This design comes from an exercise in tuning for small area, a short achievable clock period and few clock cycles per item on the open sky130 flow, not from production work. Function was checked by simulation only, so behaviour that the tests miss may differ from the original. No activity file was given, so power comes from the tool's default toggle rates.

==> flow/design.v (outline; a module is shown in full before it is edited, if it fits) <==
// module mul_core: 1849 lines
// module mul_fu: 96 lines
// module add_or_hold: 682 lines
// module fa_c: 4 lines
// module maj3: 3 lines
// module ha_c: 4 lines
// module oai22: 3 lines
// module xor2: 3 lines
// module xnor2: 3 lines
// module inv1: 3 lines
// module nand2c: 3 lines
// module nor2c: 3 lines
// module aoi21: 3 lines
// module oai21: 3 lines
// module gen_g: 3 lines
// module mux2c: 3 lines
// module mux2i: 3 lines
module mul_fu (
    input  logic        clk,
    input  logic        rst_n,
    input  logic        in_valid,
    input  logic [3:0]  in_ctrl,
    input  logic [31:0] in_a,
    input  logic [31:0] in_b,
    input  logic [6:0]  in_tag,
    output logic        in_ready,
    output logic        out_req,
    output logic [6:0]  out_tag,
    output logic [31:0] out_data,
    input  logic        out_grant
);
  // ...
==> flow/flow/run.sh <==
#!/bin/bash
# Standard ORFS layout (the standard.sh), with the port buffers made plain
# buffers (buf_2) instead of the delay buffer buffer_ports picks by default.
set -euo pipefail
bash standard.sh synth > synth.log 2>&1
bash standard.sh BUFFER_PORTS_ARGS="-buffer_cell sky130_fd_sc_hd__buf_2" finish > layout.log 2>&1
==> flow/standard.sh <==
#!/bin/bash
# synth_recipe.tcl (not shown) runs the flow's synth.tcl, then flattens the netlist and writes it again
# the make line also repeats each setting of config.mk as NAME=value (left out here)
make -C /OpenROAD-flow-scripts/flow DESIGN_CONFIG=/design/flow/config.mk WORK_HOME=/design/flow/orfs CLKGATE_MAP_FILE= SYNTH_SCRIPT=/design/flow/synth_recipe.tcl "${@:-finish}"
==> flow/config.mk <==
export PLATFORM = sky130hd
export DESIGN_NAME = mul_fu
export DESIGN_NICKNAME = mul_fu
export VERILOG_FILES = /design/flow/design.v
export SDC_FILE = /design/flow/constraint.sdc
export NUM_CORES = 4
export LEC_CHECK = 0
export ABC_CLOCK_PERIOD_IN_PS = 2500
export CAP_MARGIN = 30
export CORE_MARGIN = 2
export CORE_UTILIZATION = 60
export CTS_BUF_LIST = sky130_fd_sc_hd__clkbuf_4 sky130_fd_sc_hd__clkbuf_8
export CTS_CLUSTER_DIAMETER = 50
export CTS_CLUSTER_SIZE = 16
export SLEW_MARGIN = 50
export SYNTH_HIERARCHICAL = 1
export SYNTH_MINIMUM_KEEP_SIZE = 0
==> flow/constraint.sdc <==
create_clock -name core_clock -period 10.0 [get_ports {clk}]
set_input_delay 2.0000 -clock core_clock [delete_from_list [all_inputs] [get_ports {clk}]]
set_output_delay 2.0000 -clock core_clock [all_outputs]
set_load 0.01 [all_outputs]
==> impl_metrics.py, run 1 <==
metrics = {
    "final_layout": {
        "utilization_pct": 64.7,
        "drive_above_1_share_pct": 22.0,
        "area_growth_pct": 5.84,
        "largest-register": "s2_mid",
        "diodes": 0,
        "layout_common_cells": "582 x xor2_1, 256 x o22ai_1, 224 x edfxtp_1, 120 x maj3_2, 119 x buf_2",
    },
    "floorplan": {
        "ioPinCount": 120,
        "rows": 69,
    },
    "global_route": {
        "first_global_vias": 15500,
        "overflow": 0,
    },
    "drt": {
        "num_vias": 15500,
        "drc": 0,
    },
    "worst_hold_path": {
        "hold_start": "s1_tag[2]$_DFFE_PP_",
        "holdPathEnd": "s2_tag[2]$_DFFE_PP_",
        "hp-class": "reg2reg",
    },
    "run": {
        "cap_violations": 0,
    },
    "placement": {
        "hpwl_um": 38900,
        "placed_cells": 2433,
        "postPlaceCellArea_sq_um": 22300,
    },
    "worst_setup_path": {
        "crit-reg2reg-capture": "s2_mid[86]$_DFFE_PP_",
        "cp.depth": 1,
        "cp.required_ns": 8.00,
        "crit_end": "out_req",
        "crit_buf_inv": 1,
    },
    "pwr": {
        "irDropWorstVdd_uv": 228,
        "seq_power_mw": 2.05,
        "p_leak_nw": 9.22,
    },
    "logic_synthesis": {
        "synth_flop_cell": "edfxtp_1",
        "yosysWarnings": 7,
        "synth-simple-area-share_pct": 5.07,
        "synth.most_common_cell": "xor2_1",
        "synth_top_family_by_area": "XOR/XNOR gates",
    },
    "cts": {
        "hold_buffers": 0,
        "clock_latency_ns": 0.64,
        "cts.sinks": 272,
        "ctsHtreeMaxLevel": 1,
    },
    "outcome": {
        "outcome": "complete, no violations",
    },
    "timing": {
        "skew_ns": 0.0240,
        "rsz0062_at_grt": "no",
        "hold_violations": 0,
    },
}
Testbench counts, summed over its fixed seeds: cycles 2,374, items 2,048.
==> inputs of run 2 (changes only) <==
--- a/flow/config.mk
+++ b/flow/config.mk
@@ -11,6 +11,4 @@
 export CORE_UTILIZATION = 60
 export CTS_BUF_LIST = sky130_fd_sc_hd__clkbuf_4 sky130_fd_sc_hd__clkbuf_8
-export CTS_CLUSTER_DIAMETER = 50
-export CTS_CLUSTER_SIZE = 16
 export SLEW_MARGIN = 50
 export SYNTH_HIERARCHICAL = 1
==> run 2 against run 1 <==
Global-route usage increased by 0.46 points. Critical path type unchanged. Final area grew 1.1%. Sequential share of layout area fell by 0.36 points. Worst setup slack better by 0.035 ns. Sequential power barely moved. Highest routed layer unchanged. Synthesized cell count is the same. Fmax increased by 1.1%.
==> impl_metrics.py, run 2 <==
metrics = {
    "cts": {
        "clock_latency_ns": 0.64,
        "hold_buffers": 0,
        "cts_resized": 0,
        "ctsRootBufferMaster": "clkbuf_8",
        "post_cts_buffers": 0,
        "clk_pin_slew_worst_paths_ns": 0.06,
        "numCtsBuffers": 46,
        "ctsHtreeMaxLevel": 2,
        "cts.sinks": 272,
        "clk_path_buf_depth": 3,
        "cts_tree": "done",
    },
    "drt": {
        "num_vias": 15600,
        "drt_wl_total_um": 56500,
        "met1_length_um": 23400,
        "drt_pre_antenna_iters": 5,
        "wl_met2_um": 26000,
        "drtIter0Drc": 1597,
        "drc": 0,
        "viasPerCell": 6.19,
        "highest_layer": "met4",
        "drt-wirelength-per-cell_um": 22.4,
        "met3_length_um": 4510,
        "postRouteAntennaNets": 0,
    },
    "run": {
        "cap_violations": 0,
    },
    "worst_setup_path": {
        "crit_chain": "buf_2",
        "slowest_stage": "dfxtp_1",
        "crit_buf_inv": 1,
        "crit_fanout": 4,
        "startpoint_type": "register",
        "slowest_delay_ns": 0.42,
        "path_class": "reg2out",
        "cp.required_ns": 8.00,
        "critPathTopFamily": "flip-flops",
        "arrival_ns": 1.20,
        "crit_path_end_kind": "primary output",
    },
    "logic_synthesis": {
        "ys_seq_area_share_pct": 35.2,
        "ys_seq_elements": 272,
        "synth_top_cell_area_share_pct": 30.8,
        "synth_compound_area_share_pct": 12.0,
        "synth_top_family_by_area": "XOR/XNOR gates",
        "yosysWarnings": 7,
        "synth.avg_cell_area_sq_um": 11.2,
        "synth-simple-area-share_pct": 5.07,
        "synth-xor-area-share_pct": 24.4,
        "synthArstFlopShare_pct": 0,
        "synth.area.top_cells": "edfxtp_1 31%, xor2_1 23%, fa_1 7.6%",
        "synth_edf_count": 224,
        "syn-cell-area_sq_um": 21900,
        "synth_flop_cell": "edfxtp_1",
        "ys_types": 35,
        "synth.most_common_cell": "xor2_1",
        "synth.mux.area_fraction_pct": 1.95,
        "yosys.area.top_type": "edfxtp_1",
        "synthTopCellsByCount": "582 x xor2_1, 256 x o22ai_1, 224 x edfxtp_1, 155 x buf_4, 120 x maj3_2",
        "synth_cells": 1954,
        "synthAdderAreaFrac_pct": 15.6,
    },
    "final_layout": {
        "diodes": 0,
        "layout_common_cells": "582 x xor2_1, 256 x o22ai_1, 224 x edfxtp_1, 120 x maj3_2, 119 x buf_2",
        "finalNetCount": 2216,
        "largest-register": "s2_mid",
        "largest_reg_flops": 91,
        "drive_above_1_share_pct": 22.6,
        "area_growth_pct": 6.99,
        "final_common_cell": "xor2_1",
        "final_cells": 2522,
    },
    "placement": {
        "hpwl_um": 38900,
        "gp_congestion": 0.915,
        "placed_cells": 2433,
        "io_buffer_count": 119,
    },
    "timing": {
        "skew_ns": 0.0339,
        "fin_crit_sh_pct": 32.0,
        "worst_pin_slew_ns": 0.774,
        "fmax_mhz": 312,
        "rsz0062_at_grt": "no",
        "min_period_ns": 3.20,
        "slew_headroom_pct": 48.4,
        "tns_ns": 0,
        "setup_viol": 0,
        "drv_slew": 0,
        "hold_violations": 0,
    },
    "global_route": {
        "first_global_vias": 15700,
        "overflow": 0,
        "grt_pass1_wl_um": 88200,
        "antenna_found_initial": 0,
        "grt_max_degree": 91,
        "grtUsageTotal_pct": 29.8,
    },
    "floorplan": {
        "ioPinCount": 120,
        "die_area_sq_um": 38000,
        "initial_core_util_pct": 61.2,
        "fp.dieW_um": 195,
        "rows": 69,
        "fp.dieH_um": 195,
        "core-area_sq_um": 35700,
    },
    "worst_hold_path": {
        "hp-class": "reg2reg",
    },
    "pwr": {
        "p_leak_nw": 9.35,
        "irDropWorstVdd_uv": 229,
        "powerDensity_nw_per_um2": 330,
    },
    "outcome": {
        "outcome": "complete, no violations",
    },
}
[run 2: cell counts after synthesis]
No cell type changed its count.
[run 2: cell type report]
class / instances / area, sq um
clock buffers: 59 / 756
clock inverters: 27 / 255
fillers: 2896 / 12400
inverters: 15 / 56.3
multi-input cells: 1508 / 12900
flip-flops and latches: 272 / 7690
well taps: 461 / 577
repair buffers: 180 / 1130
[run 2: layer usage]
| layer | up-vias | global-route usage (%) |
|---|---|---|
| li1 | 7063 | - |
| met1 | 7523 | 38.5 |
| met2 | 823 | 48.2 |
| met3 | 208 | 5.95 |
| met4 | 0 | 14.6 |
| met5 | - | 0 |
[run 2: metrics by stage]
step | power, mW | instance area (sq um) | utilization (%) | hold WS, ns | setup WS [ns]
global route | 8.29 | 23400 | 65.4 | 0.437 | 6.75
global placement | 6.54 | 22100 | 61.7 | 0.400 | 6.69
CTS | 7.76 | 23300 | 65.3 | 0.422 | 6.76
floorplan | 6.15 | 21900 | - | 0.400 | 4.88
detailed placement | 6.65 | 22300 | 62.5 | 0.407 | 6.78
finish | 7.73 | 23400 | 65.4 | 0.420 | 6.80
[run 2: kinds of logic (layout without fill, tap and decap cells)]
kind of cell,count (synthesis),after routing
AOI/OAI and AO/OA,404,404
xor gates and xnor gates,608,608
adders and majority gates,234,234
buffers and inverters,176,281
DFF,272,272
muxes,41,41
other,1,3
and+or+nand+nor,218,218
[run 2: per-module statistics from Yosys, one instance, submodules excluded, excerpt]
module	times used	cells inside	cell area, sq um	flops+latches
xor2	582	1	8.76	0
xnor2	11	1	8.76	0
gen_g	31	1	8.76	0
mul_fu	1	411	8570	272
nor2c	42	1	3.75	0
maj3	120	1	11.3	0
mux2i	31	1	10.0	0
fa_c	83	1	20.0	0
[run 2: power breakdown]
group	internal [mW]	switching [mW]
Combinational	1.68	2.90
Sequential	1.86	0.194
Clock	0.608	0.475
Total	4.15	3.57
[run 2: final timing paths]
| kind | depth (start not counted) | end | slack (ns) | from |
|---|---|---|---|---|
| max | 1 | out_req | 6.80 | q0_v$_SDFFE_PN0P_ |
| min | 0 | s2_tag[2]$_DFFE_PP_ | 0.42 | s1_tag[2]$_DFFE_PP_ |
| max reg2reg | 8 | s2_mid[42]$_DFFE_PP_ | 6.86 | s1_an[14]$_DFFE_PP_ |
| min reg2reg | 0 | s2_tag[2]$_DFFE_PP_ | 0.42 | s1_tag[2]$_DFFE_PP_ |
==> inputs of run 3 (changes only) <==
--- a/flow/config.mk
+++ b/flow/config.mk
@@ -7,9 +7,9 @@
 export LEC_CHECK = 0
 export ABC_CLOCK_PERIOD_IN_PS = 2500
-export CAP_MARGIN = 30
+export CAP_MARGIN = 20
 export CORE_MARGIN = 2
 export CORE_UTILIZATION = 60
 export CTS_BUF_LIST = sky130_fd_sc_hd__clkbuf_4 sky130_fd_sc_hd__clkbuf_8
-export SLEW_MARGIN = 50
+export SLEW_MARGIN = 35
 export SYNTH_HIERARCHICAL = 1
 export SYNTH_MINIMUM_KEEP_SIZE = 0
==> run 3 against run 2 <==
Sequential cell count did not move. Critical path depth rose by 7. Power rose by 0.21%. Cell count fell by 0.67%. Sequential power barely moved. Via count fell by 0.29%. Synthesized cell count did not move. Final area fell by 0.56%. Critical path type is now reg2reg. Critical endpoint is now s2_mid[86]$_DFFE_PP_.
==> impl_metrics.py, run 3 <==
metrics = {
    "final_layout": {
        "finalNetCount": 2199,
        "largest_reg_flops": 91,
        "drive_above_1_share_pct": 22.1,
        "final_common_cell": "xor2_1",
        "layout_common_cells": "582 x xor2_1, 256 x o22ai_1, 224 x edfxtp_1, 120 x maj3_2, 119 x buf_2",
        "diodes": 0,
        "stdcell_area_sq_um": 23300,
        "largest-register": "s2_mid",
        "area_growth_pct": 6.39,
    },
    "worst_setup_path": {
        "crit_buf_inv": 0,
        "crit_fanout": 17,
        "path_class": "reg2reg",
        "startpoint_type": "register",
        "crit_path_end_kind": "register",
        "crit_chain": "o22ai_1 -> xor2_1 -> fa_1 -> xor2_1 -> xor2_1 -> xor2_1 -> xor2_1 -> ha_1",
        "critPathTopFamily": "XOR/XNOR gates",
        "slowest_stage": "edfxtp_1",
        "cp.required_ns": 10.38,
        "r2r_slack_ns": 6.58,
        "slowest_delay_ns": 1.01,
        "crit_top_cell": "xor2_1",
        "arrival_ns": 3.80,
    },
    "run": {
        "cap_violations": 0,
    },
    "timing": {
        "tns_ns": 0,
        "fin_crit_sh_pct": 34.2,
        "skew_ns": 0.0254,
        "rsz0062_at_grt": "no",
        "worst_pin_slew_ns": 1.01,
        "drv_slew": 0,
        "fmax_mhz": 292,
        "min_period_ns": 3.42,
        "setup_viol": 0,
        "hold_violations": 0,
        "slew_headroom_pct": 32.4,
    },
    "cts": {
        "cts_resized": 0,
        "numCtsBuffers": 48,
        "clock_latency_ns": 0.63,
        "hold_buffers": 0,
        "cts.sinks": 272,
        "ctsRootBufferMaster": "clkbuf_8",
        "post_cts_buffers": 0,
        "clk_pin_slew_worst_paths_ns": 0.06,
        "cts_tree": "done",
        "ctsHtreeMaxLevel": 2,
        "clk_path_buf_depth": 3,
    },
    "drt": {
        "drt-wirelength-per-cell_um": 22.7,
        "drt_pre_antenna_iters": 6,
        "postRouteAntennaNets": 0,
        "num_vias": 15600,
        "drt_wl_total_um": 56900,
        "drc": 0,
        "drtIter0Drc": 1409,
        "viasPerCell": 6.22,
    },
    "floorplan": {
        "rows": 69,
        "fp.dieW_um": 195,
        "die_area_sq_um": 38000,
        "fp.dieH_um": 195,
        "core-area_sq_um": 35700,
        "initial_core_util_pct": 61.2,
        "ioPinCount": 120,
    },
    "logic_synthesis": {
        "synth_top_cell_area_share_pct": 30.8,
        "synth.mux.area_fraction_pct": 1.95,
        "syn-cell-area_sq_um": 21900,
        "synthTopCellsByCount": "582 x xor2_1, 256 x o22ai_1, 224 x edfxtp_1, 155 x buf_4, 120 x maj3_2",
        "yosysWarnings": 7,
        "synth_edf_count": 224,
        "synth_flop_cell": "edfxtp_1",
        "synth.area.top_cells": "edfxtp_1 31%, xor2_1 23%, fa_1 7.6%",
        "synth.most_common_cell": "xor2_1",
        "synth_cells": 1954,
        "synth_compound_area_share_pct": 12.0,
        "synth-xor-area-share_pct": 24.4,
        "synthAdderAreaFrac_pct": 15.6,
        "synth.avg_cell_area_sq_um": 11.2,
        "synthArstFlopShare_pct": 0,
        "synth_top_family_by_area": "XOR/XNOR gates",
        "ys_seq_elements": 272,
        "yosys.area.top_type": "edfxtp_1",
        "synth-simple-area-share_pct": 5.07,
        "ys_types": 35,
        "ys_seq_area_share_pct": 35.2,
    },
    "global_route": {
        "grt_max_degree": 91,
        "grtUsageTotal_pct": 30.0,
        "grt_pass1_wl_um": 88400,
        "antenna_found_initial": 0,
        "first_global_vias": 15700,
        "overflow": 0,
    },
    "placement": {
        "postPlaceCellArea_sq_um": 22200,
        "gp_congestion": 0.915,
        "io_buffer_count": 119,
        "hpwl_um": 38100,
    },
    "pwr": {
        "irDropWorstVdd_uv": 220,
        "p_leak_nw": 9.27,
        "powerDensity_nw_per_um2": 333,
    },
    "worst_hold_path": {
        "hp-class": "reg2reg",
    },
    "outcome": {
        "outcome": "complete, no violations",
    },
}
[run 3: changes by cell type in the layout (fill, tap and decap cells not counted), sizes merged]
cell,change
buf,-19
clkbuf,+3
inv,-2
bufinv,-1
clkinv,+1
clkinvlp,+1
[run 3: per-module statistics from Yosys (local to each module, per instance), excerpt]
module | flops+latches | copies in the design | area (sq um)
xnor2 | 0 | 11 | 8.76
nand2c | 0 | 52 | 3.75
maj3 | 0 | 120 | 11.3
xor2 | 0 | 582 | 8.76
nor2c | 0 | 42 | 3.75
mul_core | 0 | 1 | 1260
fa_c | 0 | 83 | 20.0
[run 3: cell type report]
class | instances | area [sq um]
Clock inverter | 26 | 225
Inverter | 15 | 56.3
Multi-Input combinational cell | 1508 | 12900
Clock buffer | 62 | 803
Tap cell | 461 | 577
Fill cell | 2942 | 12500
Timing Repair Buffer | 161 | 982
Sequential cell | 272 | 7690
[run 3: metrics by stage]
| step | total power [mW] | instances | hold slack (ns) | setup WS [ns] | utilization, % |
|---|---|---|---|---|---|
| global route | 8.28 | 2505 | 0.437 | 6.51 | 65.1 |
| CTS | 7.76 | 2503 | 0.422 | 6.63 | 65.0 |
| floorplan | 6.15 | 1956 | 0.400 | 4.88 | - |
| finish | 7.74 | 2505 | 0.422 | 6.58 | 65.1 |
| detailed placement | 6.64 | 2415 | 0.407 | 6.69 | 62.1 |
| global placement | 6.54 | 2406 | 0.400 | 6.69 | 61.7 |
[run 3: kinds of logic (layout without fill, tap and decap cells)]
kind of cell / Yosys count / after routing
other: 1 / 3
buffers and inverters: 176 / 264
AOI/OAI and AO/OA: 404 / 404
and+or+nand+nor: 218 / 218
muxes: 41 / 41
adders and majority gates: 234 / 234
xor gates and xnor gates: 608 / 608
DFF: 272 / 272
[run 3: final timing paths]
path | from | endpoint | cells past startpoint
hold reg to reg | s1_tag[2]$_DFFE_PP_ | s2_tag[2]$_DFFE_PP_ | 0
setup / recovery | s1_twon[7]$_DFFE_PP_ | s2_mid[86]$_DFFE_PP_ | 8
hold / removal | s1_tag[2]$_DFFE_PP_ | s2_tag[2]$_DFFE_PP_ | 0
setup reg to reg | s1_twon[7]$_DFFE_PP_ | s2_mid[86]$_DFFE_PP_ | 8
[run 3: per-layer routing]
layer | track usage (%) | share of wire [%]
met3 | 4.75 | 7.7
met4 | 14.7 | 4.6
met5 | 0 | 0
met1 | 39.5 | 42
met2 | 48.7 | 45
[run 3: where the power goes]
part,total (mW),switching (mW),internal [mW]
Clock,1.09,0.485,0.609
Sequential,2.07,0.209,1.86
Combinational,4.58,2.90,1.68
==> inputs of run 4 (changes only) <==
--- a/flow/config.mk
+++ b/flow/config.mk
@@ -7,9 +7,9 @@
 export LEC_CHECK = 0
 export ABC_CLOCK_PERIOD_IN_PS = 2500
-export CAP_MARGIN = 20
+export CAP_MARGIN = 30
 export CORE_MARGIN = 2
-export CORE_UTILIZATION = 60
+export CORE_UTILIZATION = 50
 export CTS_BUF_LIST = sky130_fd_sc_hd__clkbuf_4 sky130_fd_sc_hd__clkbuf_8
-export SLEW_MARGIN = 35
+export SLEW_MARGIN = 50
 export SYNTH_HIERARCHICAL = 1
 export SYNTH_MINIMUM_KEEP_SIZE = 0
==> run 4 against run 3 <==
Combinational power about the same. Sequential share of layout area decreased by 0.30 points. Non-clock buffer count increased by 17. Utilization decreased by 11 points. Count of clock-buffer cells in the layout increased by 7. Sequential power about the same. Critical endpoint is now out_data[0].
==> impl_metrics.py, run 4 <==
metrics = {
    "timing": {
        "whs_ns": 0.420,
        "hold_violations": 0,
        "tns_ns": 0,
        "skew_ns": 0.0366,
        "setup_viol": 0,
        "slew_headroom_pct": 49.9,
        "drv_slew": 0,
        "min_period_ns": 3.20,
        "fin_crit_sh_pct": 32.0,
        "fmax_mhz": 313,
        "worst_pin_slew_ns": 0.752,
        "rsz0062_at_grt": "no",
    },
    "drt": {
        "postRouteAntennaNets": 0,
        "wl_met2_um": 26000,
        "drt_pre_antenna_iters": 5,
        "drc": 0,
        "drt-wirelength-per-cell_um": 21.3,
        "num_vias": 15200,
        "drtIter0Drc": 1294,
        "met3_length_um": 4030,
        "viasPerCell": 5.76,
        "highest_layer": "met4",
        "met1_length_um": 24600,
        "drt_wl_total_um": 56400,
    },
    "floorplan": {
        "initial_core_util_pct": 50.7,
        "rows": 76,
        "fp.dieW_um": 213,
        "ioPinCount": 120,
        "fp.dieH_um": 213,
        "core-area_sq_um": 43100,
        "die_area_sq_um": 45400,
    },
    "final_layout": {
        "fillers": 3839,
        "finalNetCount": 2214,
        "multi_input_area_sq_um": 12900,
        "diodes": 0,
        "final_cells": 2644,
        "regArea_sq_um": 7690,
        "final_common_cell": "xor2_1",
        "layout_common_cells": "582 x xor2_1, 256 x o22ai_1, 224 x edfxtp_1, 120 x maj3_2, 119 x buf_2",
        "largest-register": "s2_mid",
        "drive_above_1_share_pct": 22.8,
        "area_growth_pct": 7.36,
        "largest_reg_flops": 91,
        "stdcell_area_sq_um": 23500,
    },
    "worst_setup_path": {
        "arrival_ns": 1.20,
        "cp.required_ns": 8.00,
        "crit_fanout": 1,
        "slowest_delay_ns": 0.40,
        "slowest_stage": "edfxtp_1",
        "crit_path_end_kind": "primary output",
        "startpoint_type": "register",
        "path_class": "reg2out",
        "critPathTopFamily": "flip-flops",
        "crit_chain": "buf_2",
        "crit_buf_inv": 1,
    },
    "global_route": {
        "grtUsageTotal_pct": 25.3,
        "grt_pass1_wl_um": 88000,
        "first_global_vias": 15500,
        "overflow": 0,
        "grt_max_degree": 76,
        "antenna_found_initial": 0,
    },
    "logic_synthesis": {
        "synth.avg_cell_area_sq_um": 11.2,
        "synth_top_cell_area_share_pct": 30.8,
        "synth.most_common_cell": "xor2_1",
        "ys_types": 35,
        "yosysWarnings": 7,
        "ys_seq_area_share_pct": 35.2,
        "syn-cell-area_sq_um": 21900,
        "ys_seq_elements": 272,
        "synthTopCellsByCount": "582 x xor2_1, 256 x o22ai_1, 224 x edfxtp_1, 155 x buf_4, 120 x maj3_2",
        "synth_edf_count": 224,
        "yosys.area.top_type": "edfxtp_1",
        "synth_cells": 1954,
        "synth.area.top_cells": "edfxtp_1 31%, xor2_1 23%, fa_1 7.6%",
        "synth_flop_cell": "edfxtp_1",
        "synthArstFlopShare_pct": 0,
    },
    "cts": {
        "ctsHtreeMaxLevel": 2,
        "ctsRootBufferMaster": "clkbuf_8",
        "post_cts_buffers": 0,
        "clk_pin_slew_worst_paths_ns": 0.06,
        "numCtsBuffers": 46,
        "cts.sinks": 272,
        "cts_resized": 0,
        "clock_latency_ns": 0.64,
        "hold_buffers": 0,
        "cts_tree": "done",
        "clk_path_buf_depth": 3,
    },
    "placement": {
        "io_buffer_count": 119,
        "gp_congestion": 0.921,
        "hpwl_um": 39000,
        "placed_cells": 2554,
        "postPlaceCellArea_sq_um": 22500,
    },
    "pwr": {
        "p_leak_nw": 9.33,
        "p_total_mw": 7.67,
        "irDropWorstVdd_uv": 218,
        "powerDensity_nw_per_um2": 327,
    },
    "worst_hold_path": {
        "hp-class": "reg2reg",
    },
    "run": {
        "cap_violations": 0,
    },
    "outcome": {
        "outcome": "complete, no violations",
    },
}
run 4: through the flow:
| step | utilization [%] | worst slack, ns |
|---|---|---|
| final | 54.5 | 6.80 |
| after global routing | 54.5 | 6.74 |
| after CTS | 54.4 | 6.75 |
| after detailed placement | 52.1 | 6.47 |
| after global placement | 51.7 | 6.52 |
| after floorplan | - | 4.88 |
run 4: final cells by class:
| class | instances | area share, % |
|---|---|---|
| timing repair buffer | 178 | 4.69 |
| inverter | 15 | 0.240 |
| clock inverter | 17 | 0.555 |
| clock buffer | 69 | 3.57 |
| multi-input combinational | 1508 | 55.1 |
| tap | 585 | 3.12 |
| sequential | 272 | 32.8 |
run 4: worst paths after layout:
check	startpoint	to	slack [ns]	cells past startpoint
min	s1_tag[3]$_DFFE_PP_	s2_tag[3]$_DFFE_PP_	0.42	0
max	q0_data[0]$_DFFE_PP_	out_data[0]	6.80	1
max reg2reg	s1_twon[6]$_DFFE_PP_	s2_mid[86]$_DFFE_PP_	6.82	9
min reg2reg	s1_tag[3]$_DFFE_PP_	s2_tag[3]$_DFFE_PP_	0.42	0
run 4: kinds of logic (layout without fill, tap and decap cells):
family / after synthesis / in the layout / share of synthesized area (%)
other cells: 1 / 3 / 0.0172
simple gates: 218 / 218 / 5.07
compound gates: 404 / 404 / 12.0
mux: 41 / 41 / 1.95
fa+ha+maj: 234 / 234 / 15.6
flops: 272 / 272 / 35.2
xor+xnor: 608 / 608 / 24.4
buf+inv: 176 / 279 / 5.88
run 4: per-layer routing:
layer  up-vias  GRT usage (%)
met4         0           10.2
met1      7359           33.9
li1       7064              -
met5         -              0
met2       674           40.8
met3       136           4.37
run 4: modules after synthesis (local to each module, per instance), excerpt:
module,copies in the design,cells,area [sq um]
xor2,582,1,8.76
maj3,120,1,11.3
aoi21,72,1,8.76
nor2c,42,1,3.75
mux2i,31,1,10.0
inv1,8,1,3.75
mux2c,1,1,15.0
ha_c,28,1,12.5
run 4: where the power goes:
group	internal (mW)	switching, mW
combinational	1.68	2.92
clock	0.567	0.462
sequential	1.86	0.181

-- separate check: timing with driven ports --
In the flow no input, the clock included, has a driving cell. The finished layouts below were timed again as built, in two steps. Step 1 assumes that a clkbuf_16 drives the clock port and a buf_2 every other input. Step 2 also shifts input and output timing later by t, the mid clock arrival at the registers, as if the neighbouring blocks saw the same clock. Three values: no drivers, after step 1, after step 2; two values: the first two.
| run | shift t [ns] | setup slack, ns | worst setup path at the end |
|---|---|---|---|
| run 1 | 0.685 | 6.763 / 6.711 / 6.818 | input to register |
| run 2 | 0.673 | 6.798 / 6.746 / 6.801 | input to register |
| run 3 | 0.671 | 6.578 / 6.578 / 6.578 | register to register |
| run 4 | 0.682 | 6.803 / 6.747 / 6.784 | input to register |
After both steps setup and hold are still met in every run listed. The setup slack of run 4, which loses most, moves by -0.056 ns with the drivers and by -0.019 ns with both steps.
